Source: an optimization exercise on an open RTL-to-GDS flow (aim: small area, a short achievable clock period and few clock cycles per item). Production flows keep margins and buffers that such runs may drop.
Only simulation tests tie the RTL to the original design; equivalence was not proved.
Power and IR drop assume default switching activity.

==> design/flow/design.v <==
module gups(
    clk,
    reset,
    address,
    data_in,
    dout,
    req,
    wr,
    ready,
    seed,
    range
);
input           clk, reset;
input   [63:0]  data_in;
output  [63:0]  dout;
output  [63:0]  address;
input   [63:0]  seed;
output          req;
output          wr;
input           ready;
input   [63:0]  range;
reg             write;
reg     [63:0]  data_out;
reg             request;
reg     [63:0]  addr;
reg     [31:0]  mask;
reg     [2:0]   count;
reg     [63:0]  data;
always @(posedge clk) begin
    if(reset == 1'b1) begin
        addr  <= seed;
        mask  <= 32'b1010_0001_1110_0110_0010_1011_1011_1000;
        count <= 3'b000;
        request <= 1'b0;
    end
    else if (count < 3'b100) begin
        addr  <= {addr[47:0], addr[63:48]^mask[15:0]};
        mask  <= {mask[30:0], mask[31]};
        count <= count + 1;
    end 
    if(count == 3'b100 && request == 1'b0) begin
        request <= 1'b1;
        write   <= 1'b0;
    end
    if(ready == 1'b1 && write == 1'b0) begin
        data_out <= data_in + 1;
        write    <= 1'b1;
    end
    if(ready == 1'b1 && write == 1'b1) begin
        request <= 1'b0;
        count   <= 2'b00;
    end
end 
assign req      = request;
assign dout     = data_out;
assign address  = addr & range;
assign wr       = write;
endmodule
module arb (
	clk,
	reset,
	addr_a,
	din_a,
	dout_a,
	req_a,
	wr_a,
	rdy_a,
	addr_m,
	din_m,
	dout_m,
	req_m,
	wr_m,
	rdy_m
);
input			clk, reset;
input	[255:0]	addr_a;
output	[255:0] din_a;
input	[255:0] dout_a;
input	[3:0]	req_a;
input	[3:0]	wr_a;
output	reg [3:0]	rdy_a;
output	reg [63:0]	addr_m;
input	[63:0]	din_m;
output	reg [63:0]	dout_m;
output	reg		req_m;
output	reg		wr_m;
input			rdy_m;
reg		[1:0]	current;
reg		[1:0]	last;
reg				working;
wire	[3:0]	shfand;
always @(posedge clk) begin
	if(reset == 1'b1) begin
		current <= 2'b00;
		last	<= 2'b11;
		working	<= 1'b0;
	end
	else if (working == 1'b0) begin
		if (((1 << ((last + 1) % 4)) & req_a) != 0) begin
			current <= (last + 1) % 4;
			working <= 1'b1;
		end
		else if (((1 << ((last + 2) % 4)) & req_a) != 0) begin
			current <= (last + 2) % 4;
			working <= 1'b1;
		end
		else if (((1 << ((last + 3) % 4)) & req_a) != 0) begin
			current <= (last + 3) % 4;
			working <= 1'b1;
		end
		else if (((1 << ((last + 4) % 4)) & req_a) != 0) begin
			current <= (last + 4) % 4;
			working <= 1'b1;
		end
	end
	else if (rdy_m == 1'b1) begin
		last 	<= current;
		working <= 1'b0;
	end
end
always @(posedge clk) begin
    if(working != 1'b1) begin
        req_m   = 1'b0;
        rdy_a   = 4'b0000;
        wr_m    = 1'b0;
    end
	else if (current == 2'b00) begin
		rdy_a 	= rdy_m ? 4'b0001 : 4'b0000; 
		addr_m 	= addr_a[063:000];
		dout_m	= dout_a[063:000];
		req_m	= req_a[0];
		wr_m	= wr_a[0];
	end
	else if (current == 2'b01) begin
		rdy_a 	= rdy_m ? 4'b0010 : 4'b0000; 
		addr_m 	= addr_a[127:064];
		dout_m	= dout_a[127:064];
		req_m	= req_a[1];
		wr_m	= wr_a[1];
	end
	else if (current == 2'b10) begin
		rdy_a 	= rdy_m ? 4'b0100 : 4'b0000; 
		addr_m 	= addr_a[191:128];
		dout_m	= dout_a[191:128];
		req_m	= req_a[2];
		wr_m	= wr_a[2];
	end
	else if (current == 2'b11) begin
		rdy_a 	= rdy_m ? 4'b1000 : 4'b0000; 
		addr_m 	= addr_a[255:192];
		dout_m	= dout_a[255:192];
		req_m	= req_a[3];
		wr_m	= wr_a[3];
	end		
end
assign din_a[255:192] = din_m;
assign din_a[191:128] = din_m;
assign din_a[127:064] = din_m;
assign din_a[063:000] = din_m;
endmodule
module sys (
	clk,
	reset,
	addr,
	din,
	dout,
	req,
	wr,
	rdy,
	seed0,
	seed1,
	seed2,
	seed3,
	range
);
input           clk, reset;
input   [63:0]  din;
output  [63:0]  dout;
output  [63:0]  addr;
input   [63:0]  seed0, seed1, seed2, seed3;
output          req;
output          wr;
input           rdy;
input   [63:0]  range;
wire	[255:0]	addr_a;
wire	[255:0] din_a;
wire	[255:0] dout_a;
wire	[3:0]	req_a;
wire	[3:0]	wr_a;
wire	[3:0]	rdy_a;
arb arbiter(clk, reset, addr_a, din_a, dout_a, req_a, wr_a,
	rdy_a, addr, din, dout,req, wr, rdy);
gups g0(clk, reset, addr_a[063:000], din_a[063:000], dout_a[063:000],
	req_a[0], wr_a[0], rdy_a[0], seed0, range);
gups g1(clk, reset, addr_a[127:064], din_a[127:064], dout_a[127:064],
	req_a[1], wr_a[1], rdy_a[1], seed1, range);
gups g2(clk, reset, addr_a[191:128], din_a[191:128], dout_a[191:128],
	req_a[2], wr_a[2], rdy_a[2], seed2, range);
gups g3(clk, reset, addr_a[255:192], din_a[255:192], dout_a[255:192],
	req_a[3], wr_a[3], rdy_a[3], seed3, range);
endmodule
==> design/flow/run.sh <==
#!/bin/bash
# synth_recipe.tcl (not shown) runs the flow's synth.tcl, then flattens the netlist and writes it again
# the make line also repeats each setting of config.mk as NAME=value (left out here)
make -C /OpenROAD-flow-scripts/flow DESIGN_CONFIG=/design/flow/config.mk WORK_HOME=/design/flow/orfs CLKGATE_MAP_FILE= SYNTH_SCRIPT=/design/flow/synth_recipe.tcl finish
==> design/flow/config.mk <==
export PLATFORM = sky130hd
export DESIGN_NAME = sys
export DESIGN_NICKNAME = sys
export VERILOG_FILES = /design/flow/design.v
export SDC_FILE = /design/flow/constraint.sdc
export NUM_CORES = 4
export LEC_CHECK = 0
export CAP_MARGIN = 20
export CORE_AREA = 5 5 295 295
export DIE_AREA = 0 0 300 300
export SLEW_MARGIN = 20
==> design/flow/constraint.sdc <==
create_clock -name core_clock -period 3.2 [get_ports {clk}]
set_input_delay 0.6400 -clock core_clock [delete_from_list [all_inputs] [get_ports {clk}]]
set_output_delay 0.6400 -clock core_clock [all_outputs]
set_load 0.01 [all_outputs]
==> impl_results.md, run 1 <==
* DRT iter0 DRCs at 1345
* Drt total wl at 92.93 mm
* Main area contributors after synthesis: edfxtp_1, dfxtp_1, mux4_2
* GRT overflow at 0
* Total power at 31.17 mW
* Gr usage total at 0.2009
* Slew Viols, Final at 0
* FFs w/ async S/R, synth at 0
* Setup violations, final at 0
* Final-stage net count at 3007
* Initial core utilization at 0.3975
* Pre-antenna DRT Iters at 7
* Number of synthesized register bits at 799
* Post-CTS Resized at 0
* Clock Tree Root: clkbuf_16
* Worst EP arrival at 2.87 ns
* Hold/Removal Path Class: reg -> reg
* Layout cells sized above 1 at 0.1932
* Yosys top cell area share at 0.5787
* WL/cell at 24.62 µm
* Switching share of power at 0.2685
* PD cells at around 730 nW/µm²
* CP startpoint kind: input port
* Max-slew headroom at 0.4406
* Required @ worst endpoint at roughly 3.6 ns
* First-pass GRT wire length at 136.6 mm
* Clock share of power at 0.318
* GP Congestion at 0.8808
* Antenna violation net count after detailed routing at 0
* Horiz. Die Dim at 300 µm
* Filler cell count at 6879
* Vias in the first global route at around 21000
* Peak Freq at 408.7 MHz
* Most common cell in the netlist: edfxtp_1
* Worst vdd rail ir drop at ~0.67 mV
* Synth Area in Simple Gates at 0.06288
* Die Ht at approximately 300 µm
* Ports at 517
* # DRC at 0
* Clock Latency Late Sink at 0.63 ns
* Largest family of logic cells by synthesized area: multiplexers
* Fraction of the mapped netlist area in compound gates at 0.01541
* Status: no timing/DRC/antenna violations
* Power share of the sequential group at 0.456
* Comb power frac at 0.226
* Sequential share of the synthesized area at 0.6745
* RSZ-0062 raised after global routing: false
* Site Rows at 106
* Routed via count at 19600
* Initial antenna violation count at 25
* Synth unique cells at 41
* Core area at 83560 µm²
* Avg Cell Area, Syn at 16.16 µm²
* Worst Path Max Fanout at 5
* CTS buffer count at 87
* Post-Synth Adder-Cell Area at 0.004898
* CTS Sinks at around 800
* CTS max path bufs at 3
* Post-synthesis mux area share at 0.1930
* Clock Skew at 0.02378 ns
* Least-Margin Pin Slew at about 0.84 ns
* Max-Cap Viols at 0
* H-tree depth at 3
* Final period utilization at 0.7646
* Setup TNS at 0 ns
* Final Hold Vio Count at 0
* Cell Int Power at between 20 and 25 mW
* Setup crit end kind: register
* Setup CP Type: in -> reg
* Clock transition at path regs at 0.06 ns
* CTS Hold Bufs at 0
* Most instantiated cells after synthesis: edfxtp_1, mux2_2, nand2_1
* CTS tree: done
* Leak pwr at 14.62 nW
* DP HPWL at 64.60 mm
* Post-Synth XOR/XNOR Area at 0.03455
* Post-layout util at 0.5124
* Largest area contributor in the netlist: edfxtp_1
* Vias per cell at 5.192
* Syn-to-layout area delta at 28.93%
* Largest net degree at the start of global routing at 147
* Total die area at 90000 µm²
* Syn Nets at 2455
* Mapped cell area at 33210 µm²
* Post-Syn Instances at 2055
* IO buf count at about 520
* Fin crit period at 2.447 ns
* Postcts setup bufs at 0
* Sw Pwr at 8.369 mW
* Yosys warns at 2
* EDFF count, synth at 640
* Synth Flop Type: edfxtp_1
-- state kept, by name, summed over array words and instances (netlist names), 64 cells and up --
signal          cells
g1.addr            64
g1.data_out        64
g2.addr            64
g3.addr            64
g0.data_out        64
arbiter.dout_m     64
g2.data_out        64
g3.data_out        64
arbiter.addr_m     64
g0.addr            64
-- per-stage QoR --
stage	cell area [µm²]	instances	hold slack, ns	setup WS (ns)
final	42820	3774	0.4691	0.7531
after CTS	42770	3756	0.4667	0.7608
after global routing	42780	3761	0.4981	0.6319
after floorplan	33220	2055	0.4413	-0.03747
after detailed placement	39970	3598	0.4581	0.08218
after global placement	39970	3598	0.4579	0.1721
-- critical path, cell delays in order --
cell and delay (ns):
clkdlybuf4s50_1 0.52, and4_1 0.31, and4_1 0.42, buf_4 0.20
nand4_2 0.15, buf_4 0.21, nor2_1 0.14, xor2_1 0.28
-- final timing paths --
check	startpoint	cells past startpoint	slack, ns	endpoint
worst max-delay path	din[12]	8	0.75	g0.data_out[46]$_DFFE_PP_
worst min-delay path	g3.mask[17]$_SDFFE_PP1N_	2	0.47	g3.mask[18]$_SDFFE_PP1N_
worst max register to register	arbiter.last[0]$_SDFFE_PP1P_	7	0.91	arbiter.current[1]$_SDFFE_PP0P_
worst min register to register	g3.mask[17]$_SDFFE_PP1N_	2	0.47	g3.mask[18]$_SDFFE_PP1N_
-- logic make-up after synthesis --
group                    after synthesis
multiplexers                         454
AND/OR/NAND/NOR                      444
XOR/XNOR                             131
flip-flops                           799
AO/OA/AOI/OAI                         94
adder cells (fa/ha/maj)               13
buffers and inverters                120
-- routing by layer --
layer | up-vias | share of wire | track usage
met5 | - | 0.0011 | 0
met1 | 9910 | 0.41 | 0.2566
met2 | 625 | 0.49 | 0.3383
met4 | 16 | 0.016 | 0.04546
met3 | 114 | 0.085 | 0.06361
li1 | 8931 | - | -
-- final cells by class --
cell class | count | area [µm²] | share of cell area
Timing Repair Buffer | 564 | 5743 | 0.1341
Multi-Input combinational cell | 1136 | 10380 | 0.2425
Clock inverter | 36 | 421.7 | 0.009848
Inverter | 19 | 72.57 | 0.001695
Sequential cell | 799 | 22420 | 0.5236
Tap cell | 1080 | 1351 | 0.03156
Clock buffer | 122 | 2385 | 0.05570
Antenna cell | 18 | 45.04 | 0.001052
-- cells in the final DEF (no fill, tap or decap), types with 11 or more instances in the layout --
cell type        netlist  layout
edfxtp_1             640     640
clkdlybuf4s50_1        0     515
mux2_2               192     192
nand2_1              174     170
dfxtp_1              159     152
mux2i_1              132     132
mux4_2               130     130
nor2_1               111     111
xnor2_1              105     105
clkbuf_16              0      88
and2_1                71      71
o21ai_0               66      66
buf_4                  0      31
clkbuf_1              48      27
xor2_1                26      26
nand3_1               25      25
nand4_1               20      20
diode_2                0      18
inv_1                 18      18
buf_12                 0      17
a21oi_1               15      15
clkinv_2               0      13
ha_1                  13      13
nor3_1                11      11
-- power groups by stage --
stage | Sequential [mW] | Combinational [mW] | Clock, mW
detailed placement | 14.4 | 7.19 | 0
global placement | 14.4 | 7.13 | 0
CTS | 14.2 | 7.22 | 10.2
floorplan | 14.2 | 4.09 | 0
finish | 14.2 | 7.05 | 9.92
global route | 14.4 | 7.59 | 10.6
Testbench counts, summed over its fixed seeds: cycles 160,019, items 16,000.
==> run 2: changes to the inputs <==
==> design/flow/design.v (replaced) <==
module sys (
	clk,
	reset,
	addr,
	din,
	dout,
	req,
	wr,
	rdy,
	seed0,
	seed1,
	seed2,
	seed3,
	range
);
input           clk, reset;
input   [63:0]  din;
output  [63:0]  dout;
output  [63:0]  addr;
input   [63:0]  seed0, seed1, seed2, seed3;
output          req;
output          wr;
input           rdy;
input   [63:0]  range;
reg     [63:0]  s0, s1, s2, s3;      
reg     [6:0]   t;                   
reg     [63:0]  addr_r;
reg     [63:0]  dout_r;
reg             req_r;
reg             wr_r;
reg     [63:0]  xpat;
always @(*) begin
	case (t[6:3])
		4'd0: xpat = 64'h2bb85771aee25dc5;
		4'd1: xpat = 64'h9032206540ca8195;
		4'd2: xpat = 64'h28935126a24d449a;
		4'd3: xpat = 64'ha28d451a8a341469;
		4'd4: xpat = 64'h036b06d60dac1b58;
		4'd5: xpat = 64'h1d093a137426e84d;
		4'd6: xpat = 64'hfb22f644ec88d910;
		4'd7: xpat = 64'h999933336666cccc;
		4'd8: xpat = 64'hb2216442c8849109;
		4'd9: xpat = 64'h09ab135626ac4d59;
		4'd10: xpat = 64'hb10a6215c42b8856;
		4'd11: xpat = 64'h3b147629ec52d8a5;
		4'd12: xpat = 64'h9af235e56bcad794;
		4'd13: xpat = 64'h8490092012402481;
		4'd14: xpat = 64'h62bbc5778aee15dc;
		4'd15: xpat = 64'h0000000000000000;
	default: xpat = 64'h0;
	endcase
end
reg     [63:0]  cur;
always @(*) begin
	case (t[2:1])
	2'd0: cur = s0;
	2'd1: cur = s1;
	2'd2: cur = s2;
	default: cur = s3;
	endcase
end
always @(posedge clk) begin
	if (reset) begin
		s0 <= seed0;
		s1 <= seed1;
		s2 <= seed2;
		s3 <= seed3;
	end
	if (reset)
		t <= 7'd0;
	else if (rdy)
		t <= t + 7'd1;
	req_r  <= ~reset;
	wr_r   <= t[0];
	addr_r <= (cur ^ xpat) & range;
	dout_r <= din + 64'd1;
end
assign req  = req_r;
assign wr   = wr_r;
assign addr = addr_r;
assign dout = dout_r;
endmodule
--- a/design/flow/config.mk
+++ b/design/flow/config.mk
@@ -6,6 +6,7 @@
 export NUM_CORES = 4
 export LEC_CHECK = 0
 export CAP_MARGIN = 20
-export CORE_AREA = 5 5 295 295
-export DIE_AREA = 0 0 300 300
+export CORE_MARGIN = 2
+export CORE_UTILIZATION = 50
+export PLACE_DENSITY = 0.7
 export SLEW_MARGIN = 20
==> impl_results.md, run 2 <==
* IO buf count at 516 (unchanged)
* CTS Sinks at 412 (-48%)
* Hold WS at 0.4471 ns (-0.02201 ns)
* R2R Path End: xpat[51]$_DFF_P_
* Postcts setup bufs at 0 (unchanged)
* Fin crit period at 2.414 ns (-0.03284 ns)
* Clock Latency Late Sink at 0.52 ns (-0.11 ns)
* Fin cells at 1891 (-50%)
* Post-layout util at 0.7512 (+0.2388)
* Ports at 517 (unchanged)
* Clock Skew at 0.01718 ns (-0.006595 ns)
* Clock Tree Root: clkbuf_16
* FFs w/ async S/R, synth at 0 (unchanged)
* Largest net degree at the start of global routing at 105 (-29%)
* Least-Margin Pin Slew at 0.8871 ns (+0.04806 ns)
* Commonest non-fill, non-tap cell in the layout: clkdlybuf4s50_1
* Syn Nets at 1297 (-47%)
* Layout cells sized above 1 at 0.1091 (-0.08411)
* Most frequent cells in the layout: clkdlybuf4s50_1, edfxtp_1, dfxtp_1, xor2_1, and2_1
* Max-Cap Viols at 0 (unchanged)
* Critical path launch point: din[0]
* Worst hold start: t[0]$_SDFFE_PP0P_
* CP startpoint kind: input port
* H-tree depth at 2 (-1)
* Total power at 12.55 mW (-60%)
* Number of synthesized register bits at 412 (-48%)
* WL/cell at 22.16 µm (-10%)
* CTS tree: done
* Slew Viols, Final at 0 (unchanged)
* Synth unique cells at 42 (+2.4%)
* Sequential share of the synthesized area at 0.7109 (+0.03635)
* Pre-antenna DRT Iters at 5 (-2)
* RSZ-0062 raised after global routing: false
* Worst vdd rail ir drop at 0.3290 mV (-51%)
* Leak pwr at 8.068 nW (-45%)
* RR Startpoint: t[0]$_SDFFE_PP0P_
* Vias per cell at 5.017 (-3.4%)
* Status: no timing/DRC/antenna violations
* CTS Hold Bufs at 0 (unchanged)
* Most instantiated cells after synthesis: edfxtp_1, dfxtp_1, xor2_1
* Setup violations, final at 0 (unchanged)
* CTS buffer count at 42 (-52%)
* Core area at 29800 µm² (-64%)
* Dpl cells at 1798 (-50%)
* Main area contributors after synthesis: edfxtp_1, dfxtp_1, mux4_2
* Gr usage total at 0.2569 (+0.05593)
* R2R setup slack at 1.15 ns (+0.24 ns)
* Synth Flop Type: edfxtp_1
* Initial antenna violation count at 23 (-8.0%)
* Largest area contributor in the netlist: edfxtp_1
* Horiz. Die Dim at 178.4 µm (-41%)
* Setup TNS at 0 ns (unchanged)
* EDFF count, synth at 256 (-60%)
* Path depth of the worst reg2reg path at 8 (+1)
* Crit path to: dout_r[38]$_DFF_P_
* Hold/Removal Path Class: reg -> reg
* Drt total wl at 41.90 mm (-55%)
* Required @ worst endpoint at 3.64 ns (+0.02 ns)
* PD cells at 560.8 nW/µm² (-23%)
* Peak Freq at 414.2 MHz (+1.4%)
* Site Rows at 63 (-41%)
* Worst Path Max Fanout at 11 (+6)
* Antenna violation net count after detailed routing at 0 (unchanged)
* Final-stage net count at 1849 (-39%)
* Final Hold Vio Count at 0 (unchanged)
* Total die area at 31820 µm² (-65%)
* Die Ht at 178.4 µm (-41%)
* Filler cell count at 1929 (-72%)
* Clock transition at path regs at 0.06 ns (about the same)
* Post-CTS Resized at 0 (unchanged)
* DP HPWL at 31.54 mm (-51%)
* Final period utilization at 0.7544 (-0.01026)
* Vias in the first global route at 9758 (-53%)
* Worst EP arrival at 2.85 ns (-0.02 ns)
* CTS max path bufs at 3 (unchanged)
* GP Congestion at 0.8804 (about the same)
* DRT iter0 DRCs at 486 (-64%)
* Mapped cell area at 15210 µm² (-54%)
* Yosys top cell area share at 0.5055 (-0.07317)
* Most common cell in the netlist: edfxtp_1
* Avg Cell Area, Syn at 16.90 µm² (+4.6%)
* Setup CP Type: in -> reg
* Routed via count at 9487 (-52%)
* Setup crit end kind: register
* Yosys warns at 1 (-1)
* First-pass GRT wire length at 58.68 mm (-57%)
* Post-Syn Instances at 900 (-56%)
* # DRC at 0 (unchanged)
* Initial core utilization at 0.5104 (+0.1129)
* GRT overflow at 0 (unchanged)
* Syn-to-layout area delta at 47.19%
* Max-slew headroom at 0.4086 (-0.03204)
-- run 2: cell count changes after synthesis, sizes merged, moves of 12 or more --
cell	change
edfxtp	-384
mux2	-192
nand2	-140
mux2i	-120
nor2	-82
xor2	+70
mux4	-66
o21ai	-66
xnor2	-64
clkbuf	-44
buf	-35
a21oi	-12
-- run 2: how the worst min path moves through the flow --
stage	slack, ns	depth (start not counted)	to
after floorplan	0.39	0	wr_r$_DFF_P_
after global placement	0.43	0	wr_r$_DFF_P_
after detailed placement	0.43	0	wr_r$_DFF_P_
after CTS	0.44	2	t[1]$_SDFFE_PP0P_
after global routing	0.47	0	wr_r$_DFF_P_
final	0.45	0	wr_r$_DFF_P_
-- run 2: layout make-up --
| class | instances | area, µm² | area share |
|---|---|---|---|
| antenna | 16 | 40.04 | 0.001789 |
| clock buffer | 61 | 1224 | 0.05467 |
| clock inverter | 16 | 205.2 | 0.009168 |
| inverter | 14 | 52.55 | 0.002348 |
| multi-input combinational | 452 | 4243 | 0.1896 |
| sequential | 412 | 10820 | 0.4833 |
| tap | 390 | 488.0 | 0.02180 |
| timing repair buffer | 530 | 5313 | 0.2374 |
-- run 2: critical path: stages --
cell	delay (ns)
clkdlybuf4s50_1	0.52
ha_1	0.22
and4_1	0.25
nor3b_4	0.35
nand4_1	0.18
buf_4	0.24
nor3_1	0.24
xor2_1	0.20
-- run 2: cells by family after synthesis --
family                   synth area share
flip-flops                         0.7109
multiplexers                       0.1027
adder cells (fa/ha/maj)          0.008228
XOR/XNOR                          0.07890
AND/OR/NAND/NOR                   0.08598
buffers and inverters             0.01012
AO/OA/AOI/OAI                    0.003209
-- run 2: per-stage QoR --
stage,worst slack [ns],area [µm²]
after global placement,0.4301,20910
final,0.7860,22380
after CTS,0.8700,22340
after floorplan,0.9859,15210
after global routing,0.7374,22380
after detailed placement,0.3520,20910
-- run 2: where the power goes --
part / internal [mW] / switching, mW
Combinational: 0.886 / 0.470
Clock: 3.06 / 1.98
Sequential: 6.05 / 0.106
Total: 10.0 / 2.55
-- run 2: per-layer routing --
metal | vias up | wire length (µm) | track usage
li1 | 4439 | - | -
met2 | 383 | 21830 | 0.4501
met3 | 92 | 4047 | 0.09271
met5 | - | 81 | 0
met1 | 4561 | 14490 | 0.2832
met4 | 12 | 1443 | 0.1040
Testbench counts of run 2, summed over its fixed seeds: cycles 128,027, items 16,000.
==> run 3: changes to the inputs <==
--- a/design/flow/config.mk
+++ b/design/flow/config.mk
@@ -9,4 +9,5 @@
 export CORE_MARGIN = 2
 export CORE_UTILIZATION = 50
 export PLACE_DENSITY = 0.7
+export SETUP_SLACK_MARGIN = 1.2
 export SLEW_MARGIN = 20
==> impl_results.md, run 3 <==
* Status: no timing/DRC/antenna violations
* Required @ worst endpoint at 3.66 ns (+0.02 ns)
* H-tree depth at 2 (unchanged)
* Largest net degree at the start of global routing at 135 (+29%)
* FF+latch area at 10820 µm² (about the same)
* RR Startpoint: t[1]$_SDFFE_PP0P_
* FFs w/ async S/R, synth at 0 (unchanged)
* Worst EP arrival at 2.45 ns (-0.40 ns)
* Total die area at 31820 µm² (unchanged)
* R2R setup slack at 1.26 ns (+0.11 ns)
* Most frequent cells in the layout: clkdlybuf4s50_1, edfxtp_1, dfxtp_1, dlygate4sd2_1, xor2_1
* GP Congestion at 0.9247 (+5.0%)
* WL/cell at 22.51 µm (+1.6%)
* Least-Margin Pin Slew at 0.7096 ns (-0.1775 ns)
* # DRC at 0 (unchanged)
* Pre-antenna DRT Iters at 5 (unchanged)
* Filler cell count at 1889 (-2.1%)
* Synth Flop Type: edfxtp_1
* Leak pwr at 8.749 nW (+8.4%)
* Synth unique cells at 42 (unchanged)
* Largest area contributor in the netlist: edfxtp_1
* Number of synthesized register bits at 412 (unchanged)
* Max-slew headroom at 0.5269 (+0.1183)
* Max-Cap Viols at 0 (unchanged)
* PD cells at 543.4 nW/µm² (-3.1%)
* Ports at 517 (unchanged)
* Gr usage total at 0.2606 (+0.003734)
* CTS max path bufs at 3 (unchanged)
* Hold path depth at 2 (+2)
* Syn-to-layout area delta at 49.50%
* Path depth of the worst reg2reg path at 8 (unchanged)
* Most common cell in the netlist: edfxtp_1
* Layout cells sized above 1 at 0.1471 (+0.03801)
* Worst hold start: din[0]
* Yosys top cell area share at 0.5055 (unchanged)
* Avg Cell Area, Syn at 16.90 µm² (unchanged)
* Core area at 29800 µm² (unchanged)
* Die Ht at 178.4 µm (unchanged)
* CTS buffer count at 43 (+2.4%)
* Dpl cells at 1797 (-0.056%)
* Slew Viols, Final at 0 (unchanged)
* Clock Tree Root: clkbuf_16
* Main area contributors after synthesis: edfxtp_1, dfxtp_1, mux4_2
* Syn Nets at 1297 (unchanged)
* Clock Skew at 0.01774 ns (+0.0005610 ns)
* GRT overflow at 0 (unchanged)
* CP startpoint kind: input port
* Hold WS at 0.3426 ns (-0.1045 ns)
* Mapped cell area at 15210 µm² (unchanged)
* Worst vdd rail ir drop at 0.4799 mV (+46%)
* Site Rows at 63 (unchanged)
* Yosys warns at 1 (unchanged)
* Fin cells at 1922 (+1.6%)
* Clock Latency Late Sink at 0.53 ns (about the same)
* Initial core utilization at 0.5104 (unchanged)
* Vias in the first global route at 10060 (+3.1%)
* Drt total wl at 43.27 mm (+3.3%)
* First-pass GRT wire length at 59.49 mm (+1.4%)
* Worst Path Max Fanout at 3 (-8)
* Fin crit period at 1.994 ns (-0.4205 ns)
* Clock transition at path regs at 0.06 ns (about the same)
* Routed via count at 9786 (+3.2%)
* Post-Syn Instances at 900 (unchanged)
* CTS tree: done
* Vias per cell at 5.092 (+1.5%)
* Setup crit end kind: register
* Horiz. Die Dim at 178.4 µm (unchanged)
* Hold/Removal Path Class: in -> reg
* Setup TNS at 0 ns (unchanged)
* Setup violations, final at 0 (unchanged)
* Antenna violation net count after detailed routing at 0 (unchanged)
* Final Hold Vio Count at 0 (unchanged)
* R2R Path End: xpat[0]$_DFF_P_
* Commonest non-fill, non-tap cell in the layout: clkdlybuf4s50_1
* Post-layout util at 0.7630 (+0.01180)
* Hold EP: dout_r[0]$_DFF_P_
* Final period utilization at 0.6230 (-0.1314)
* CTS Hold Bufs at 0 (unchanged)
* RSZ-0062 raised after global routing: true
* Most instantiated cells after synthesis: edfxtp_1, dfxtp_1, xor2_1
* Peak Freq at 501.6 MHz (+21%)
* Multi-input gate area at 4494 µm² (+5.9%)
* CTS Sinks at 412 (unchanged)
* DRT iter0 DRCs at 588 (+21%)
* IO buf count at 516 (unchanged)
* Setup CP Type: in -> reg
* Initial antenna violation count at 18 (-22%)
* EDFF count, synth at 256 (unchanged)
* Final-stage net count at 1879 (+1.6%)
* Sequential share of the synthesized area at 0.7109 (unchanged)
* DP HPWL at 31.73 mm (+0.60%)
-- run 3: cell types whose count changed in the layout (fill, tap and decap cells not counted), sizes merged --
cell / before / now
clkbuf: 61 / 66
dlygate4sd2: 0 / 146
clkinvlp: 0 / 3
clkdlybuf4s50: 515 / 350
clkdlybuf4s15: 0 / 1
bufinv: 5 / 2
inv: 14 / 12
clkinv: 11 / 12
buf: 15 / 43
dlymetal6s2s: 0 / 17
-- run 3: worst max-delay path, cell delays in order --
cell	delay (ns)
clkdlybuf4s50_1	0.54
nand3_1	0.12
or2_4	0.26
or4_4	0.58
nor3_2	0.15
xor2_1	0.15
-- run 3: per-stage QoR --
| stage | cell area [µm²] | power [mW] | worst slack [ns] |
|---|---|---|---|
| finish | 22730 | 12.35 | 1.206 |
| global route | 22720 | 12.78 | 1.116 |
| CTS | 22430 | 12.45 | 1.193 |
| detailed placement | 20960 | 7.645 | 0.3580 |
| global placement | 20960 | 7.606 | 0.3849 |
| floorplan | 15290 | 6.708 | 1.120 |
-- run 3: how the worst max path moves through the flow --
stage                                 start                  to  slack (ns)
after floorplan                         rdy    xpat[48]$_DFF_P_        1.12
after global placement               din[0]  dout_r[48]$_DFF_P_        0.38
after detailed placement                rdy    xpat[48]$_DFF_P_        0.36
after CTS                           din[17]  dout_r[48]$_DFF_P_        1.19
after global routing      t[1]$_SDFFE_PP0P_    xpat[56]$_DFF_P_        1.12
final                               din[48]  dout_r[60]$_DFF_P_        1.21
-- run 3: cell families after synthesis --
kind of cell | share of synthesized area
AOI/OAI and AO/OA | 0.003209
xor gates and xnor gates | 0.07890
adders and majority gates | 0.008228
buffers and inverters | 0.01012
DFF | 0.7109
muxes | 0.1027
and+or+nand+nor | 0.08598
-- run 3: layout make-up --
cell class                      instances  area share
Clock buffer                           64     0.05619
Antenna cell                           16    0.001761
Sequential cell                       412      0.4759
Timing Repair Buffer                  559      0.2391
Tap cell                              390     0.02146
Multi-Input combinational cell        452      0.1977
Inverter                               14    0.002532
Clock inverter                         15    0.005338
-- run 3: routing by layer --
metal / global-route usage / wire length, µm / vias up
li1: - / - / 4508
met1: 0.2691 / 14210 / 4746
met2: 0.4704 / 22980 / 423
met3: 0.1046 / 4513 / 97
met4: 0.1020 / 1473 / 12
met5: 0 / 89 / -
-- run 3: timing repair --
action                     4_1_cts  5_1_grt
hold endpoints to repair         0        0
setup endpoints to repair      233       34
cloned                           1        1
setup buffers                   16       12
pin swaps                       11       12
gates resized for setup        171       44
-- run 3: where the power goes --
part / internal, mW / leakage (nW) / switching (mW) / total, mW
sequential: 6.05 / 3.81 / 0.103 / 6.16
clock: 2.91 / 0.680 / 1.97 / 4.89
combinational: 0.811 / 4.26 / 0.496 / 1.31
==> run 4: changes to the inputs <==
==> design/flow/flow/run.sh (new file) <==
#!/bin/bash
# Standard ORFS layout, except that the port buffers are buf_1 cells
# (buffer_ports otherwise picks clkdlybuf4s50_1, a slow delay cell).
set -euo pipefail
bash standard.sh BUFFER_PORTS_ARGS="-buffer_cell sky130_fd_sc_hd__buf_1" finish > make_finish.log 2>&1
==> design/flow/standard.sh (new file) <==
#!/bin/bash
# synth_recipe.tcl (not shown) runs the flow's synth.tcl, then flattens the netlist and writes it again
# the make line also repeats each setting of config.mk as NAME=value (left out here)
make -C /OpenROAD-flow-scripts/flow DESIGN_CONFIG=/design/flow/config.mk WORK_HOME=/design/flow/orfs CLKGATE_MAP_FILE= SYNTH_SCRIPT=/design/flow/synth_recipe.tcl "${@:-finish}"
removed: design/flow/run.sh
==> impl_results.md, run 4 <==
* Slew Viols, Final at 0 (unchanged)
* Commonest non-fill, non-tap cell in the layout: buf_1
* Antenna violation net count after detailed routing at 0 (unchanged)
* Synth Flop Type: edfxtp_1
* Final Hold Vio Count at 0 (unchanged)
* Peak Freq at 519.2 MHz (+3.5%)
* Final-stage net count at 1855 (-1.3%)
* Fin crit period at 1.926 ns (-0.06751 ns)
* Most instantiated cells after synthesis: edfxtp_1, dfxtp_1, xor2_1
* Vias in the first global route at 9826 (-2.4%)
* Yosys top cell area share at 0.5055 (unchanged)
* Critical-path cell list: buf_1 -> ha_4 -> and4_1 -> nor3b_4 -> buf_4 -> nand4_1 -> buf_4 -> nor4_1 -> xor2_1
* CTS Hold Bufs at 0 (unchanged)
* Crit path top cell by count: buf_4
* Initial core utilization at 0.5104 (unchanged)
* Ports at 517 (unchanged)
* H-tree depth at 2 (unchanged)
* CTS max path bufs at 3 (unchanged)
* Filler cell count at 2244 (+19%)
* Layout cells sized above 1 at 0.1267 (-0.02042)
* Syn-to-layout area delta at 27.69%
* Leak pwr at 6.772 nW (-23%)
* M3 GR Usage at 0.06841 (-0.03623)
* GRT overflow at 0 (unchanged)
* Required @ worst endpoint at 3.65 ns (about the same)
* RSZ-0062 raised after global routing: true
* WP buf/inv at 3 (+2)
* Worst vdd rail ir drop at 0.5747 mV (+20%)
* Status: no timing/DRC/antenna violations
* Post-layout util at 0.6517 (-0.1113)
* PD cells at 639.9 nW/µm² (+18%)
* Vias per cell at 5.030 (-1.2%)
* Yosys warns at 1 (unchanged)
* Multi-input gate area at 4335 µm² (-3.5%)
* Drt total wl at 38.59 mm (-11%)
* FFs w/ async S/R, synth at 0 (unchanged)
* Clock Skew at 0.02067 ns (+0.002924 ns)
* DRT iter0 DRCs at 520 (-12%)
* Worst Path Max Fanout at 11 (+8)
* Setup CP Type: in -> reg
* Max-slew headroom at 0.4586 (-0.06836)
* CP startpoint kind: input port
* Pre-antenna DRT Iters at 5 (unchanged)
* Setup TNS at 0 ns (unchanged)
* Gr usage total at 0.2359 (-0.02467)
* Setup violations, final at 0 (unchanged)
* CTS tree: done
* Clock Latency Late Sink at 0.53 ns (about the same)
* CTS buffer count at 43 (unchanged)
* Most common cell in the netlist: edfxtp_1
* Clock transition at path regs at 0.06 ns (about the same)
* Largest area contributor in the netlist: edfxtp_1
* Avg Cell Area, Syn at 16.90 µm² (unchanged)
* Final period utilization at 0.6019 (-0.02110)
* FF+latch area at 10820 µm² (unchanged)
* GRT met1 Usage at 0.2628 (-0.006349)
* Die Ht at 178.4 µm (unchanged)
* GR Util met2 at 0.4270 (-0.04344)
* WL/cell at 20.44 µm (-9.2%)
* Initial antenna violation count at 6 (-12)
* Largest net degree at the start of global routing at 133 (-1.5%)
* # DRC at 0 (unchanged)
* Clock Tree Root: clkbuf_16
* EDFF count, synth at 256 (unchanged)
* Slowest stage cell, crit path: nor4_1
* Total die area at 31820 µm² (unchanged)
* Hold/Removal Path Class: in -> reg
* Sequential share of the synthesized area at 0.7109 (unchanged)
* Biggest cell delay along the critical path at 0.30 ns (-0.28 ns)
* GP Congestion at 0.8857 (-4.2%)
* Crit path max-delay family: simple AND/OR/NAND/NOR gates
* Synth unique cells at 42 (unchanged)
* Main area contributors after synthesis: edfxtp_1, dfxtp_1, mux4_2
* Worst EP arrival at 2.38 ns (-0.07 ns)
* Routed via count at 9496 (-3.0%)
* CTS Sinks at 412 (unchanged)
* Mapped cell area at 15210 µm² (unchanged)
* Max-Cap Viols at 0 (unchanged)
* Grt peak-use layer: met2
* Core area at 29800 µm² (unchanged)
* IO buf count at 516 (unchanged)
* Post-Syn Instances at 900 (unchanged)
* Least-Margin Pin Slew at 0.8122 ns (+0.1025 ns)
* Horiz. Die Dim at 178.4 µm (unchanged)
* Site Rows at 63 (unchanged)
* Setup crit end kind: register
* Number of synthesized register bits at 412 (unchanged)
* Syn Nets at 1297 (unchanged)
* Most frequent cells in the layout: buf_1, edfxtp_1, dfxtp_1, xor2_1, and2_1
* First-pass GRT wire length at 55.26 mm (-7.1%)
* DP HPWL at 28.34 mm (-11%)
==> run 4: through the flow <==
stage | setup slack (ns) | hold slack, ns | instances | instance area [µm²] | power (mW)
floorplan | 1.120 | 0.3921 | 900 | 15290 | 6.708
global placement | 0.6814 | 0.4410 | 1793 | 17700 | 7.155
detailed placement | 0.6313 | 0.4344 | 1793 | 17700 | 7.189
CTS | 1.183 | 0.2542 | 1876 | 19320 | 12.54
global route | 1.187 | 0.2528 | 1887 | 19410 | 12.87
finish | 1.274 | 0.2763 | 1888 | 19420 | 12.42
==> run 4: repair_timing <==
| item | in CTS | in global routing |
|---|---|---|
| gates resized for setup | 7 | 10 |
| pin swaps | 1 | 0 |
| setup endpoints to repair | 62 | 20 |
| setup buffers | 4 | 6 |
==> run 4: report_power, final <==
part | switching [mW] | internal [mW]
Sequential | 0.109 | 6.06
Combinational | 0.469 | 0.441
Clock | 1.98 | 3.37
Total | 2.56 | 9.86
==> run 4: final cells by class <==
class                           count  area share
Inverter                           14    0.002964
Clock buffer                       58     0.06585
Antenna cell                        6   0.0007732
Timing Repair Buffer              535      0.1105
Tap cell                          390     0.02513
Multi-Input combinational cell    452      0.2233
Sequential cell                   412      0.5572
Clock inverter                     21     0.01431
==> run 4: worst register-to-register path, cell delays in order (launching register included) <==
cell     delay [ns]
dfxtp_4        0.40
buf_16         0.35
mux4_2         0.62
xor2_1         0.26
and2_1         0.21
==> run 4: path summary, 6_finish.rpt <==
kind,to,slack (ns),cells past startpoint,startpoint
min reg2reg,wr_r$_DFF_P_,0.42,0,t[0]$_SDFFE_PP0P_
min,s3[44]$_DFFE_PP_,0.28,1,seed3[44]
max reg2reg,addr_r[25]$_DFF_P_,1.29,4,t[1]$_SDFFE_PP0P_
max,dout_r[48]$_DFF_P_,1.27,9,din[0]
==> run 4: cells by family after synthesis <==
group           after synthesis  share of synthesized area
buf+inv                      36                    0.01012
fa+ha+maj                    10                   0.008228
xor+xnor                    137                    0.07890
compound gates                7                   0.003209
simple gates                222                    0.08598
mux                          76                     0.1027
flops                       412                     0.7109
==> run 4: layer usage <==
layer / share of wire / up-vias
met5: 0.00034 / -
met4: 0.031 / 2
met3: 0.091 / 78
met2: 0.53 / 401
met1: 0.35 / 4567
li1: - / 4448
==> run 5: changes to the inputs <==
==> design/flow/flow/run.sh (replaced) <==
#!/bin/bash
# Standard ORFS layout, except that the port buffers are buf_2 cells
# (buffer_ports otherwise picks clkdlybuf4s50_1, a slow delay cell).
set -euo pipefail
bash standard.sh BUFFER_PORTS_ARGS="-buffer_cell sky130_fd_sc_hd__buf_2" finish > make_finish.log 2>&1
==> impl_results.md, run 5 <==
* Status: no timing/DRC/antenna violations
* CTS Hold Bufs at 0 (unchanged)
* Total die area at 31820 µm² (unchanged)
* Number of synthesized register bits at 412 (unchanged)
* Initial core utilization at 0.5104 (unchanged)
* Initial antenna violation count at 21 (+15)
* Required @ worst endpoint at 3.60 ns (-0.05 ns)
* Sw Pwr at 2.524 mW (-1.4%)
* Largest net degree at the start of global routing at 155 (+17%)
* Clock share of power at 0.406 (-0.024)
* EDFF count, synth at 256 (unchanged)
* Main area contributors after synthesis: edfxtp_1, dfxtp_1, mux4_2
* Horiz. Die Dim at 178.4 µm (unchanged)
* Fin crit period at 1.904 ns (-0.02218 ns)
* Most frequent cells in the layout: buf_2, edfxtp_1, dfxtp_1, xor2_1, and2_1
* Crit. path cell count at 8 (-1)
* Most common cell in the netlist: edfxtp_1
* Yosys top cell area share at 0.5055 (unchanged)
* Comb power frac at 0.085 (+0.012)
* Least-Margin Pin Slew at 0.9290 ns (+0.1169 ns)
* Slowest stage cell, crit path: dfxtp_4
* Crit path top cell by count: ha_2
* # DRC at 0 (unchanged)
* Multi-input gate area at 4343 µm² (+0.17%)
* Layout cells sized above 1 at 0.4679 (+0.3412)
* RSZ-0062 raised after global routing: true
* Final Hold Vio Count at 0 (unchanged)
* Worst EP arrival at 2.30 ns (-0.08 ns)
* GP Congestion at 0.8644 (-2.4%)
* Routed via count at 9528 (+0.34%)
* WL/cell at 20.85 µm (+2.0%)
* CTS tree: done
* Crit path max-delay family: simple AND/OR/NAND/NOR gates
* Clock transition at path regs at 0.06 ns (about the same)
* Clock Skew at 0.01413 ns (-0.006538 ns)
* R2R setup slack at 1.30 ns (about the same)
* Site Rows at 63 (unchanged)
* Max-Cap Viols at 0 (unchanged)
* Yosys warns at 1 (unchanged)
* R2R Path End: xpat[0]$_DFF_P_
* Max-slew headroom at 0.3807 (-0.07791)
* Clock Latency Late Sink at 0.53 ns (about the same)
* Slew Viols, Final at 0 (unchanged)
* IO buf count at 516 (unchanged)
* DRT iter0 DRCs at 559 (+7.5%)
* Vias in the first global route at 9864 (+0.39%)
* Core area at 29800 µm² (unchanged)
* Cell Int Power at 9.559 mW (-3.1%)
* Worst hold start: seed1[33]
* Worst Path Max Fanout at 8 (-3)
* PD cells at 603.9 nW/µm² (-5.6%)
* Antenna violation net count after detailed routing at 0 (unchanged)
* Die Ht at 178.4 µm (unchanged)
* Vias per cell at 5.009 (-0.40%)
* Leak pwr at 8.207 nW (+21%)
* Clock Tree Root: clkbuf_16
* Pre-antenna DRT Iters at 4 (-1)
* Crit path to: xpat[0]$_DFF_P_
* Largest area contributor in the netlist: edfxtp_1
* Most instantiated cells after synthesis: edfxtp_1, dfxtp_1, xor2_1
* FFs w/ async S/R, synth at 0 (unchanged)
* Drt total wl at 39.65 mm (+2.8%)
* Sequential share of the synthesized area at 0.7109 (unchanged)
* CTS buffer count at 42 (-2.3%)
* Syn-to-layout area delta at 31.57%
* Power share of the sequential group at 0.510 (+0.014)
* Final period utilization at 0.5950 (-0.006931)
* Ports at 517 (unchanged)
* Hold/Removal Path Class: in -> reg
* Synth unique cells at 42 (unchanged)
* WP buf/inv at 1 (-2)
* Setup TNS at 0 ns (unchanged)
* Synth Flop Type: edfxtp_1
* FF+latch area at 10820 µm² (about the same)
* Biggest cell delay along the critical path at 0.37 ns (+0.07 ns)
* Critical path launch point: t[0]$_SDFFE_PP0P_
* Peak Freq at 525.2 MHz (+1.2%)
* H-tree depth at 2 (unchanged)
* Post-Syn Instances at 900 (unchanged)
* Syn Nets at 1297 (unchanged)
* GRT overflow at 0 (unchanged)
* Mapped cell area at 15210 µm² (unchanged)
* RR Startpoint: t[0]$_SDFFE_PP0P_
* Worst vdd rail ir drop at 0.5191 mV (-9.7%)
* Avg Cell Area, Syn at 16.90 µm² (unchanged)
* Gr usage total at 0.2408 (+0.004912)
* Path depth of the worst reg2reg path at 8 (+4)
* Setup CP Type: reg -> reg
* Commonest non-fill, non-tap cell in the layout: buf_2
* CTS Sinks at 412 (unchanged)
* Final-stage net count at 1857 (+0.11%)
* CTS max path bufs at 3 (unchanged)
* Setup crit end kind: register
* Setup violations, final at 0 (unchanged)
* Switching share of power at 0.2089 (+0.002823)
* Critical-path cell list: ha_2 -> nand4_1 -> xor2_2 -> nor2_4 -> clkinvlp_4 -> ha_2 -> and2_1 -> o21bai_1
* CP startpoint kind: register
* DP HPWL at 29.26 mm (+3.3%)
* First-pass GRT wire length at 56.13 mm (+1.6%)
* Hold path depth at 1 (unchanged)
* Hold WS at 0.2821 ns (+0.005812 ns)
* Filler cell count at 2199 (-2.0%)
run 5: changes by cell type in the layout (fill, tap and decap cells not counted), moves of 3 or more:
cell,change
buf_1,-515
diode_2,+12
buf_4,+4
clkinv_1,-5
clkinv_2,-3
bufinv_16,-5
buf_2,+515
clkbuf_8,+3
clkbuf_1,+11
run 5: worst register-to-register path, cell delays in order (launching register included):
cell,delay (ns)
dfxtp_4,0.37
ha_2,0.19
nand4_1,0.14
xor2_2,0.22
nor2_4,0.16
clkinvlp_4,0.20
ha_2,0.22
and2_1,0.14
o21bai_1,0.15
run 5: layout make-up:
class                   count  share of cell area
flip-flops and latches    412              0.5409
inverters                  14            0.002877
clock inverters             8            0.004690
clock buffers              70             0.06554
multi-input cells         452              0.2171
repair buffers            538              0.1423
well taps                 390             0.02439
diodes                     18            0.002251
run 5: cells by family (layout without fill, tap and decap cells):
group,after synthesis,after routing,share of synthesized area
AOI/OAI and AO/OA,7,7,0.003209
xor gates and xnor gates,137,137,0.07890
adders and majority gates,10,10,0.008228
buffers and inverters,36,630,0.01012
DFF,412,412,0.7109
muxes,76,76,0.1027
other,0,18,0
and+or+nand+nor,222,222,0.08598
run 5: what timing repair did:
item,4_1_cts,5_1_grt
cloned,0,1
pin swaps,1,4
resized for setup,1,10
endpoints found under the hold margin,0,0
buffers inserted,10,4
endpoints found under the setup margin,67,26
run 5: power by group through the flow:
| stage | registers [mW] | logic [mW] | clock network [mW] |
|---|---|---|---|
| 2_1_floorplan | 6.30 | 0.405 | 0 |
| 3_3_place_gp | 6.27 | 0.971 | 0 |
| 3_5_place_dp | 6.29 | 0.990 | 0 |
| 4_1_cts | 6.16 | 1.03 | 4.99 |
| 5_1_grt | 6.19 | 1.12 | 5.21 |
| 6_report | 6.16 | 1.02 | 4.90 |
run 5: how the worst min path moves through the flow:
stage | endpoint | slack, ns
5_1_grt | s0[3]$_DFFE_PP_ | 0.26
4_1_cts | s0[3]$_DFFE_PP_ | 0.26
3_5_place_dp | wr_r$_DFF_P_ | 0.41
6_report | s1[33]$_DFFE_PP_ | 0.28
2_1_floorplan | wr_r$_DFF_P_ | 0.39
3_3_place_gp | wr_r$_DFF_P_ | 0.43
run 5: through the flow:
| stage | instance area [µm²] | total power [mW] | std cells | util | setup WS, ns |
|---|---|---|---|---|---|
| after global placement | 18340 | 7.244 | 1791 | 0.6154 | 0.7852 |
| final | 20010 | 12.08 | 1902 | 0.6715 | 1.296 |
| after CTS | 19860 | 12.18 | 1879 | 0.6665 | 1.232 |
| after global routing | 20000 | 12.51 | 1898 | 0.6712 | 1.174 |
| after floorplan | 15290 | 6.708 | 900 | - | 1.120 |
| after detailed placement | 18340 | 7.278 | 1791 | 0.6154 | 0.7420 |
run 5: routing by layer:
layer,global-route usage,vias to the layer above,share of wire
met4,0.08299,12,0.029
met3,0.07332,87,0.093
li1,-,4473,-
met5,0,-,0.0020
met1,0.2647,4544,0.34
met2,0.4400,412,0.53
==> run 6: changes to the inputs <==
==> design/flow/run.sh (new file) <==
#!/bin/bash
# synth_recipe.tcl (not shown) runs the flow's synth.tcl, then flattens the netlist and writes it again
# the make line also repeats each setting of config.mk as NAME=value (left out here)
make -C /OpenROAD-flow-scripts/flow DESIGN_CONFIG=/design/flow/config.mk WORK_HOME=/design/flow/orfs CLKGATE_MAP_FILE= SYNTH_SCRIPT=/design/flow/synth_recipe.tcl finish
==> design/flow/config.mk (replaced) <==
export PLATFORM = sky130hd
export DESIGN_NAME = sys
export DESIGN_NICKNAME = sys
export VERILOG_FILES = /design/flow/design.v
export SDC_FILE = /design/flow/constraint.sdc
export NUM_CORES = 4
export LEC_CHECK = 0
export CAP_MARGIN = 20
export CORE_AREA = 5 5 295 295
export DIE_AREA = 0 0 300 300
export SLEW_MARGIN = 20
removed: design/flow/flow/run.sh
removed: design/flow/standard.sh
==> impl_results.md, run 6 <==
* CTS Sinks at 412 (unchanged)
* Drt total wl at 52.41 mm (+32%)
* Filler cell count at 8450 (+280%)
* M3 GR Usage at 0.05437 (-0.01894)
* Vias per cell at 3.759 (-25%)
* DP HPWL at 39.72 mm (+36%)
* Initial antenna violation count at 15 (-29%)
* Most frequent cells in the layout: clkdlybuf4s50_1, edfxtp_1, dfxtp_1, xor2_1, and2_1
* Hold EP: t[4]$_SDFFE_PP0P_
* Clock Skew at 0.01725 ns (+0.003119 ns)
* Routed via count at 9724 (+2.1%)
* Setup TNS at 0 ns (unchanged)
* Yosys warns at 1 (unchanged)
* GR Util met2 at 0.1910 (-0.2490)
* Gr usage total at 0.1124 (-0.1284)
* Post-synthesis mux area share at 0.1027 (unchanged)
* RSZ-0062 raised after global routing: false
* Final period utilization at 0.7424 (+0.1474)
* Yosys top cell area share at 0.5055 (unchanged)
* Worst hold start: reset
* Antenna violation net count after detailed routing at 0 (unchanged)
* Ports at 517 (unchanged)
* Synth unique cells at 42 (unchanged)
* CTS tree: done
* CTS buffer count at 50 (+19%)
* First-pass GRT wire length at 74.00 mm (+32%)
* Leak pwr at 8.173 nW (-0.42%)
* CTS Hold Bufs at 0 (unchanged)
* Syn-to-layout area delta at 54.32%
* Multi-input gate area at 4243 µm² (-2.3%)
* Worst vdd rail ir drop at 0.3168 mV (-39%)
* Hold/Removal Path Class: in -> reg
* Setup violations, final at 0 (unchanged)
* Core area at 83560 µm² (+180%)
* GRT overflow at 0 (unchanged)
* RR Startpoint: t[1]$_SDFFE_PP0P_
* WL/cell at 20.26 µm (-2.8%)
* Least-Margin Pin Slew at 1.166 ns (+0.2371 ns)
* H-tree depth at 2 (unchanged)
* Horiz. Die Dim at 300 µm (+68%)
* Post-Syn Instances at 900 (unchanged)
* Syn Nets at 1297 (unchanged)
* Postcts setup bufs at 0 (-10)
* Initial core utilization at 0.1820 (-0.3284)
* Largest net degree at the start of global routing at 170 (+9.7%)
* Synth Area in Simple Gates at 0.08598 (unchanged)
* Clock Latency Late Sink at 0.59 ns (+0.06 ns)
* Worst Path Max Fanout at 11 (+3)
* Post-CTS Resized at 0 (-1)
* Synth Flop Type: edfxtp_1
* Slew Viols, Final at 0 (unchanged)
* Pre-antenna DRT Iters at 4 (unchanged)
* GP Congestion at 0.9283 (+7.4%)
* GRT met1 Usage at 0.1234 (-0.1413)
* Largest area contributor in the netlist: edfxtp_1
* Dpl cells at 2489 (+39%)
* FFs w/ async S/R, synth at 0 (unchanged)
* R2R setup slack at 1.04 ns (-0.26 ns)
* Final-stage net count at 1858 (+0.054%)
* Largest family of logic cells by synthesized area: multiplexers
* Fin crit period at 2.376 ns (+0.4718 ns)
* Sequential share of the synthesized area at 0.7109 (unchanged)
* Most common cell in the netlist: edfxtp_1
* Mapped cell area at 15210 µm² (unchanged)
* Grt peak-use layer: met2
* PD cells at 564.3 nW/µm² (-6.6%)
* Total die area at 90000 µm² (+180%)
* FF+latch area at 10820 µm² (about the same)
* IO buf count at 516 (unchanged)
* Layout cells sized above 1 at 0.1144 (-0.3534)
* Peak Freq at 420.9 MHz (-20%)
* Number of synthesized register bits at 412 (unchanged)
* DRT iter0 DRCs at 444 (-21%)
* Main area contributors after synthesis: edfxtp_1, dfxtp_1, mux4_2
* CTS max path bufs at 3 (unchanged)
* Hold path depth at 2 (+1)
* Path depth of the worst reg2reg path at 4 (-4)
* Commonest non-fill, non-tap cell in the layout: clkdlybuf4s50_1
* Max-slew headroom at 0.2226 (-0.1581)
* CP startpoint kind: input port
* Final Hold Vio Count at 0 (unchanged)
* Fin cells at 2587 (+36%)
* EDFF count, synth at 256 (unchanged)
* Clock transition at path regs at 0.06 ns (about the same)
* Max-Cap Viols at 0 (unchanged)
* Site Rows at 106 (+68%)
* Post-Synth Adder-Cell Area at 0.008228 (unchanged)
* Clock Tree Root: clkbuf_16
* Required @ worst endpoint at 3.71 ns (+0.11 ns)
* Avg Cell Area, Syn at 16.90 µm² (unchanged)
* Hold WS at 0.2910 ns (+0.008891 ns)
* R2R Path End: addr_r[47]$_DFF_P_
* Die Ht at 300 µm (+68%)
* Worst EP arrival at 2.88 ns (+0.58 ns)
* Status: no timing/DRC/antenna violations
* Most instantiated cells after synthesis: edfxtp_1, dfxtp_1, xor2_1
* Vias in the first global route at 10820 (+9.7%)
* # DRC at 0 (unchanged)
* Setup crit end kind: register
* Fraction of the mapped netlist area in compound gates at 0.003209 (unchanged)
* Post-Synth XOR/XNOR Area at 0.07890 (unchanged)
* Setup CP Type: in -> reg
[run 6: routing by layer]
| layer | routed length, µm | vias up |
|---|---|---|
| met4 | 1768 | 18 |
| li1 | - | 4458 |
| met5 | 138 | - |
| met3 | 5715 | 102 |
| met2 | 25080 | 461 |
| met1 | 19710 | 4685 |
[run 6: critical path: stages]
cell and delay [ns]:
clkdlybuf4s50_1 0.52, ha_1 0.21, and4_1 0.22, nor3b_4 0.44, nand4_1 0.16, buf_4 0.23
nor3_1 0.26, xor2_1 0.19
[run 6: cell families (layout without fill, tap and decap cells)]
| family | Yosys count | in the layout |
|---|---|---|
| flops | 412 | 412 |
| simple gates | 222 | 222 |
| xor+xnor | 137 | 137 |
| mux | 76 | 76 |
| buf+inv | 36 | 639 |
| fa+ha+maj | 10 | 10 |
| compound gates | 7 | 7 |
| other cells | 0 | 4 |
[run 6: power breakdown]
group,internal [mW],switching (mW)
clock,3.40,2.27
combinational,0.888,0.511
sequential,6.06,0.113
[run 6: final cells by class]
cell class / instances / share of cell area
multi-input cells: 452 / 0.1808
clock buffers: 68 / 0.05977
clock inverters: 26 / 0.01098
well taps: 1080 / 0.05758
diodes: 4 / 0.0004265
inverters: 14 / 0.002239
flip-flops and latches: 412 / 0.4610
repair buffers: 531 / 0.2272
[run 6: worst max path at each step]
stage | from | endpoint | slack, ns | cells after the start
after detailed placement | din[0] | dout_r[40]$_DFF_P_ | 0.26 | 8
final | din[0] | dout_r[40]$_DFF_P_ | 0.82 | 8
after global routing | din[0] | dout_r[22]$_DFF_P_ | 0.64 | 7
after floorplan | rdy | xpat[0]$_DFF_P_ | 0.99 | 8
after global placement | din[0] | dout_r[48]$_DFF_P_ | 0.31 | 8
after CTS | din[0] | dout_r[40]$_DFF_P_ | 0.88 | 8
[run 6: per-stage QoR]
stage               instance area (µm²)  worst slack, ns    util  power, mW
floorplan                         15210           0.9859       -      6.705
global placement                  21800           0.3051  0.2609      7.688
detailed placement                21800           0.2615  0.2609      7.715
CTS                               23460           0.8776  0.2807      13.53
global route                      23460           0.6437  0.2808      13.84
finish                            23470           0.8244  0.2809      13.24

==> static timing again, ports no longer ideal <==
Ports are ideal in the flow. The routed layouts listed here were re-timed in OpenROAD.
Step 1 sets driving cells, clkbuf_16 on the clock port and buf_2 on the other inputs (assumed; they add their load-dependent delay and slew).
Step 2 moves the port delays by t, midway between the first and last clock arrival at a register: inputs arrive t later, outputs are due t later. That takes back most of the time a late clock gives input paths.
Slacks: no drivers / after step 1 / after step 2; pairs: no drivers / after step 1.
run | shift t [ns] | setup WS [ns] | latest minus earliest clock arrival (ns)
run 1 | 0.673 | 0.753 / 0.787 / 0.114 | 0.025 / 0.025
run 2 | 0.569 | 0.786 / 0.813 / 0.244 | 0.021 / 0.021
run 3 | 0.575 | 1.206 / 1.184 / 0.609 | 0.018 / 0.019
run 4 | 0.568 | 1.274 / 1.287 / 0.719 | 0.022 / 0.022
run 5 | 0.573 | 1.296 / 1.296 / 0.786 | 0.014 / 0.014
run 6 | 0.631 | 0.824 / 0.857 / 0.226 | 0.024 / 0.024
After both steps setup and hold are still met in every run listed. The setup slack of run 1, which loses most, moves by +0.034 ns with the drivers and by -0.639 ns with both steps.
